From an optimization exercise on the open Yosys and OpenROAD flow, aimed at small area and a short achievable clock period; shortcuts taken in it are not production practice. The RTL was checked by simulation tests, not by an equivalence proof against the original design. No activity file was given, so power comes from the tool's default toggle rates.

## run 1
Design Top, start of the top module:
module Top (
  input        iClk,
  input        iRst,
  input        iRx,
  output       oTx,
  input        iSw0,
  input        iSw1,
  input        iSw2,
  input        iSw3,
  input        iBtnC,
  input        iBtnU,
  input        iBtnD,
  input        iBtnL,
  input        iBtnR,
  input        iSr04Echo,
  output       oSr04Trig,
  input        iDht11Data,
  output       oDht11DataLow,
  output [3:0] oFndCom,
  output [7:0] oFndFont
);
  wire       wTick100Hz, wTick1us, wTick16x, wBlink;
  wire [1:0] wPhase, wFndSel;
  gen_clk u_gen_clk (
    .iClk      (iClk),
    .iRst      (iRst),
    .oTick100Hz(wTick100Hz),
    .oTick1us  (wTick1us),
    .oTick16x  (wTick16x),
    .oPhase    (wPhase),
    .oFndSel   (wFndSel),
    .oBlink    (wBlink)
  );
  wire [7:0] wRxData;
  wire       wRxValid;
  uart_rx u_uart_rx (
    .iClk    (iClk),
    .iRst    (iRst),
    .iTick16x(wTick16x),
    .iPhase  (wPhase),
    .iRx     (iRx),
    .oData   (wRxData),
    .oValid  (wRxValid)
  );
  wire [4:0] wDecBtn;
  wire [3:0] wDecTgl;
  wire       wDecClr, wReqW, wReqS, wReqT, wReqH;
  uart_ascii_decoder u_dec (
    .iRxData     (wRxData),
    .iRxValid    (wRxValid),
    .oBtnC       (wDecBtn[4]),
    .oBtnU       (wDecBtn[3]),
    .oBtnD       (wDecBtn[2]),
    .oBtnL       (wDecBtn[1]),
    .oBtnR       (wDecBtn[0]),
    .oTglSw0     (wDecTgl[0]),
    .oTglSw1     (wDecTgl[1]),
    .oTglSw2     (wDecTgl[2]),
    .oTglSw3     (wDecTgl[3]),
    .oClrSwTgl   (wDecClr),
    .oReqWatchRpt(wReqW),
    .oReqSr04Rpt (wReqS),
    .oReqTempRpt (wReqT),
    .oReqHumRpt  (wReqH)
  );
  wire [4:0] wPhysBtn;
  button_sync #(.P_BUTTON_WIDTH(5)) u_button_sync (
    .iClk       (iClk),
    .iRst       (iRst),
    .iButtonRaw ({iBtnC, iBtnU, iBtnD, iBtnL, iBtnR}),
    .oButtonEdge(wPhysBtn)
  );
  ...
For scale: ~3400 cells after synthesis, about 29 I/O pins, roughly 49000 µm² of cells after synthesis.
export LEC_CHECK = 0
export ABC_AREA = 1
export CAP_MARGIN = 20
export CORE_MARGIN = 2
export CORE_UTILIZATION = 40
export CTS_BUF_LIST = sky130_fd_sc_hd__clkbuf_16
export CTS_CLUSTER_DIAMETER = 100
export CTS_CLUSTER_SIZE = 25
export SLEW_MARGIN = 20
create_clock -name core_clock -period 70.0 [get_ports {iClk}]
standard.sh (not shown) runs the stock make flow with config.mk's settings and CLKGATE_MAP_FILE= SYNTH_SCRIPT=/design/flow/synth_recipe.tcl, a recipe that flattens the netlist after the stock synthesis.
==> flow/flow/run.sh <==
#!/bin/bash
# Layout flow:
#  1. the standard synthesis (standard.sh synth), unchanged.
#  2. Area re-mapping of the combinational logic only: the synthesized
#     netlist's flip-flops are kept as they are (same instances, names and
#     cell types); all other cells are flattened to their logic functions and
#     mapped again with ABC (flow/abc_resynth.script: AIG optimisation,
#     then area-oriented mapping), avoiding the
#     platform's don't-use cells; then tie cells and pass-through buffers as
#     in ORFS synthesis.
set -euo pipefail
WD=$(pwd)
RES=$WD/orfs/results/$FLOW_PLATFORM/Top/base
LIB=$FLOW_HOME/platforms/$FLOW_PLATFORM/lib/sky130_fd_sc_hd__tt_025C_1v80.lib

bash standard.sh synth > standard_synth.log 2>&1

cp $RES/1_2_yosys.v $WD/standard_synth_netlist.v
DONT_USE=$(sed -n '/^export DONT_USE_CELLS += \\/,/^#/p' $FLOW_HOME/platforms/$FLOW_PLATFORM/config.mk \
  | grep -o 'sky130_fd_sc_hd__[a-z0-9_]*' | sed 's/^/-dont_use /' | tr '\n' ' ')
cat > $WD/resynth.ys <<EOT
read_liberty -ignore_miss_func $LIB
blackbox sky130_fd_sc_hd__df* sky130_fd_sc_hd__edf* sky130_fd_sc_hd__sdf* sky130_fd_sc_hd__sedf* sky130_fd_sc_hd__dl* sky130_fd_sc_hd__sdl*
read_verilog $WD/standard_synth_netlist.v
hierarchy -top $FLOW_TOP
flatten
opt_clean
abc -liberty $LIB -script $WD/flow/abc_resynth.script $DONT_USE
opt_clean -purge
setundef -zero
hilomap -singleton -hicell sky130_fd_sc_hd__conb_1 HI -locell sky130_fd_sc_hd__conb_1 LO
splitnets
opt_clean -purge
insbuf -buf sky130_fd_sc_hd__buf_4 A X
stat -liberty $LIB
write_verilog -noattr -noexpr -nohex -nodec $WD/resynth_netlist.v
EOT
yosys -l $WD/resynth.log -q $WD/resynth.ys > /dev/null 2>&1
cp $WD/resynth_netlist.v $RES/1_2_yosys.v
touch $RES/1_2_yosys.v

bash standard.sh SETUP_SLACK_MARGIN=41 finish > standard.log 2>&1
==> flow/flow/abc_resynth.script <==
strash
&get -n
&fraig -x
&put
scorr
dc2
strash
&get -n
&dch -f
&nf -R 1000
&put
strash
&get -n
&dch -f
&nf -R 1000
&put
Input-level comparison between run 2 and run 1:
--- a/flow/flow/run.sh
+++ b/flow/flow/run.sh
@@ -3,7 +3,9 @@
 #  1. the standard synthesis (standard.sh synth), unchanged.
-#  2. Area re-mapping of the combinational logic only: the synthesized
-#     netlist's flip-flops are kept as they are (same instances, names and
-#     cell types); all other cells are flattened to their logic functions and
-#     mapped again with ABC (flow/abc_resynth.script: AIG optimisation,
-#     then area-oriented mapping), avoiding the
+#  2. Area re-mapping of the combinational logic: the synthesized netlist's
+#     flip-flops are kept as they are (same instances, names and cell types),
+#     and so are the cells on the combinational paths from the switch inputs
+#     (iSw0..3) to the display outputs (oFndFont, oFndCom), which set the
+#     achieved period. All other cells are flattened to their logic functions
+#     and mapped again with ABC (flow/abc_resynth.script: AIG optimisation
+#     with a 60 s deepsyn run, then area-oriented mapping), avoiding the
 #     platform's don't-use cells; then tie cells and pass-through buffers as
@@ -20,3 +22,4 @@
   | grep -o 'sky130_fd_sc_hd__[a-z0-9_]*' | sed 's/^/-dont_use /' | tr '\n' ' ')
-cat > $WD/resynth.ys <<EOT
+{
+cat <<EOT
 read_liberty -ignore_miss_func $LIB
@@ -25,5 +28,20 @@
 hierarchy -top $FLOW_TOP
+cd $FLOW_TOP
+select -set ff t:sky130_fd_sc_hd__df* t:sky130_fd_sc_hd__edf*
+select -set bwd w:oFndFont w:oFndCom
+select -set fwd w:iSw0 w:iSw1 w:iSw2 w:iSw3
+EOT
+# combinational cones, not crossing flip-flops
+for i in $(seq 1 100); do echo "select -set bwd @bwd %ci1 @ff %d"; done
+for i in $(seq 1 100); do echo "select -set fwd @fwd %co1 @ff %d"; done
+cat <<EOT
+select -set cone @fwd @bwd %i t:sky130_fd_sc_hd__* %i
+select -count @cone
+setattr -set keep_hierarchy 1 @cone
+cd
 flatten
 opt_clean
+cd $FLOW_TOP
 abc -liberty $LIB -script $WD/flow/abc_resynth.script $DONT_USE
+cd
 opt_clean -purge
@@ -35,4 +53,6 @@
 stat -liberty $LIB
+blackbox sky130_fd_sc_hd__*
 write_verilog -noattr -noexpr -nohex -nodec $WD/resynth_netlist.v
 EOT
+} > $WD/resynth.ys
 yosys -l $WD/resynth.log -q $WD/resynth.ys > /dev/null 2>&1
--- a/flow/flow/abc_resynth.script
+++ b/flow/flow/abc_resynth.script
@@ -6,2 +6,6 @@
 dc2
+strash
+&get -n
+&deepsyn -T 60
+&put
 strash
In run 2, the non-clock buffer count came out about 50% above the value in run 1.
Delta (run 2 minus run 1): count of pins on the block boundary stayed essentially flat; wire length rose by about 13%; placeable core region fell by 0.39%; maximum frequency stayed essentially flat.
In the reports for run 1 and run 2, the smaller signed area change from the synthesized netlist to the final layout belongs to run 1.
Area fraction of clock buffers and clock inverters across run 1 and run 2: no real change.
Multi-input logic cell count ended up 12 higher on run 2 than on run 1.
Total chip power, run 1 and run 2: higher on run 2
Run 1 has lower wire length of the first global-routing pass than run 2.
Changes in run 3 relative to run 2:
--- a/flow/flow/run.sh
+++ b/flow/flow/run.sh
@@ -9,3 +9,3 @@
 #     and mapped again with ABC (flow/abc_resynth.script: AIG optimisation
-#     with a 60 s deepsyn run, then area-oriented mapping), avoiding the
+#     with a 150 s deepsyn run, then area-oriented mapping), avoiding the
 #     platform's don't-use cells; then tie cells and pass-through buffers as
--- a/flow/flow/abc_resynth.script
+++ b/flow/flow/abc_resynth.script
@@ -8,3 +8,3 @@
 &get -n
-&deepsyn -T 60
+&deepsyn -T 150
 &put
## What came out
Run 3 reached the final stage; the timing, DRC and antenna checks on its layout passed. Reported for run 3 and run 2, setup slack turned out identical to the last digit. The initial detailed-routing violation count was comparable across run 3 and run 2. As far as flip-flop and latch count goes, run 2 and run 3 are indistinguishable; the numbers are identical. Re post-CTS setup-driven buffer insertion count: no difference whatsoever between run 2 and run 3.
### run 3 -> run 4
==> flow/flow/run.sh <==
#!/bin/bash
# Layout flow:
#  1. the standard synthesis (standard.sh synth), unchanged.
#  2. Area re-mapping of the combinational logic only: the synthesized
#     netlist's flip-flops are kept as they are (same instances, names and
#     cell types); all other cells are flattened to their logic functions and
#     mapped again with ABC (flow/abc_resynth.script: AIG optimisation with
#     a 240 s deepsyn run, then area-oriented mapping), avoiding the
#     platform's don't-use cells; then tie cells and pass-through buffers as
#     in ORFS synthesis.
set -euo pipefail
WD=$(pwd)
RES=$WD/orfs/results/$FLOW_PLATFORM/Top/base
LIB=$FLOW_HOME/platforms/$FLOW_PLATFORM/lib/sky130_fd_sc_hd__tt_025C_1v80.lib

bash standard.sh synth > standard_synth.log 2>&1

cp $RES/1_2_yosys.v $WD/standard_synth_netlist.v
DONT_USE=$(sed -n '/^export DONT_USE_CELLS += \\/,/^#/p' $FLOW_HOME/platforms/$FLOW_PLATFORM/config.mk \
  | grep -o 'sky130_fd_sc_hd__[a-z0-9_]*' | sed 's/^/-dont_use /' | tr '\n' ' ')
cat > $WD/resynth.ys <<EOT
read_liberty -ignore_miss_func $LIB
blackbox sky130_fd_sc_hd__df* sky130_fd_sc_hd__edf* sky130_fd_sc_hd__sdf* sky130_fd_sc_hd__sedf* sky130_fd_sc_hd__dl* sky130_fd_sc_hd__sdl*
read_verilog $WD/standard_synth_netlist.v
hierarchy -top $FLOW_TOP
flatten
opt_clean
abc -liberty $LIB -script $WD/flow/abc_resynth.script $DONT_USE
opt_clean -purge
setundef -zero
hilomap -singleton -hicell sky130_fd_sc_hd__conb_1 HI -locell sky130_fd_sc_hd__conb_1 LO
splitnets
opt_clean -purge
insbuf -buf sky130_fd_sc_hd__buf_4 A X
stat -liberty $LIB
write_verilog -noattr -noexpr -nohex -nodec $WD/resynth_netlist.v
EOT
yosys -l $WD/resynth.log -q $WD/resynth.ys > /dev/null 2>&1
cp $WD/resynth_netlist.v $RES/1_2_yosys.v
touch $RES/1_2_yosys.v

bash standard.sh SETUP_SLACK_MARGIN=41 finish > standard.log 2>&1
--- a/flow/flow/abc_resynth.script
+++ b/flow/flow/abc_resynth.script
@@ -8,3 +8,3 @@
 &get -n
-&deepsyn -T 150
+&deepsyn -T 240
 &put
## What came out
In the floorplan summary, run 4 is listed with a die area less than that of run 3. Run 4 ends up with higher stage delay of the slowest cell on the critical path than run 3 does. Looking at source of the critical timing path, the iSw3 result is from run 4; the iSw1 one comes from run 3. Run 4: cell area lower than run 3. Looking at multi-input combinational cell area across run 3 and run 4, the one that comes out higher is run 3. The setup slack of run 4 is smaller than that of run 3. Clock-buffer cell count was higher in run 3 than in run 4. Side by side, sequential share of cell area turned out higher in run 4 than in run 3. Between run 3 and run 4, the difference in total power is negligible. The clock period minus worst slack of run 4 exceeds that of run 3 by 900 ps.

-- re-timing with driven ports --
In the flow no input, the clock included, has a driving cell. The finished layouts below were timed again as built, in two steps. Step 1: set_driving_cell puts a clkbuf_16 on iClk and a buf_2 on each other input, an assumption about the parent block. Step 2 moves the port delays by t, midway between the first and last clock arrival at a register: inputs arrive t later, outputs are due t later. That takes back most of the time a late clock gives input paths. Three values: ideal, step 1, step 2; two values: the first two.
| run | t (ns) | setup WS [ns] | worst register clock-pin slew, ns |
|---|---|---|---|
| run 1 | 0.764 | 40.702 / 40.662 / 40.662 | 0.11 / 0.11 |
| run 2 | 0.750 | 40.773 / 40.742 / 40.742 | 0.11 / 0.11 |
| run 3 | 0.750 | 40.773 / 40.742 / 40.742 | 0.11 / 0.11 |
| run 4 | 0.744 | 39.870 / 39.820 / 39.820 | 0.11 / 0.11 |
After both steps setup and hold are still met in every run listed. The setup slack of run 4, which loses most, moves by -0.050 ns with the drivers and by -0.050 ns with both steps.
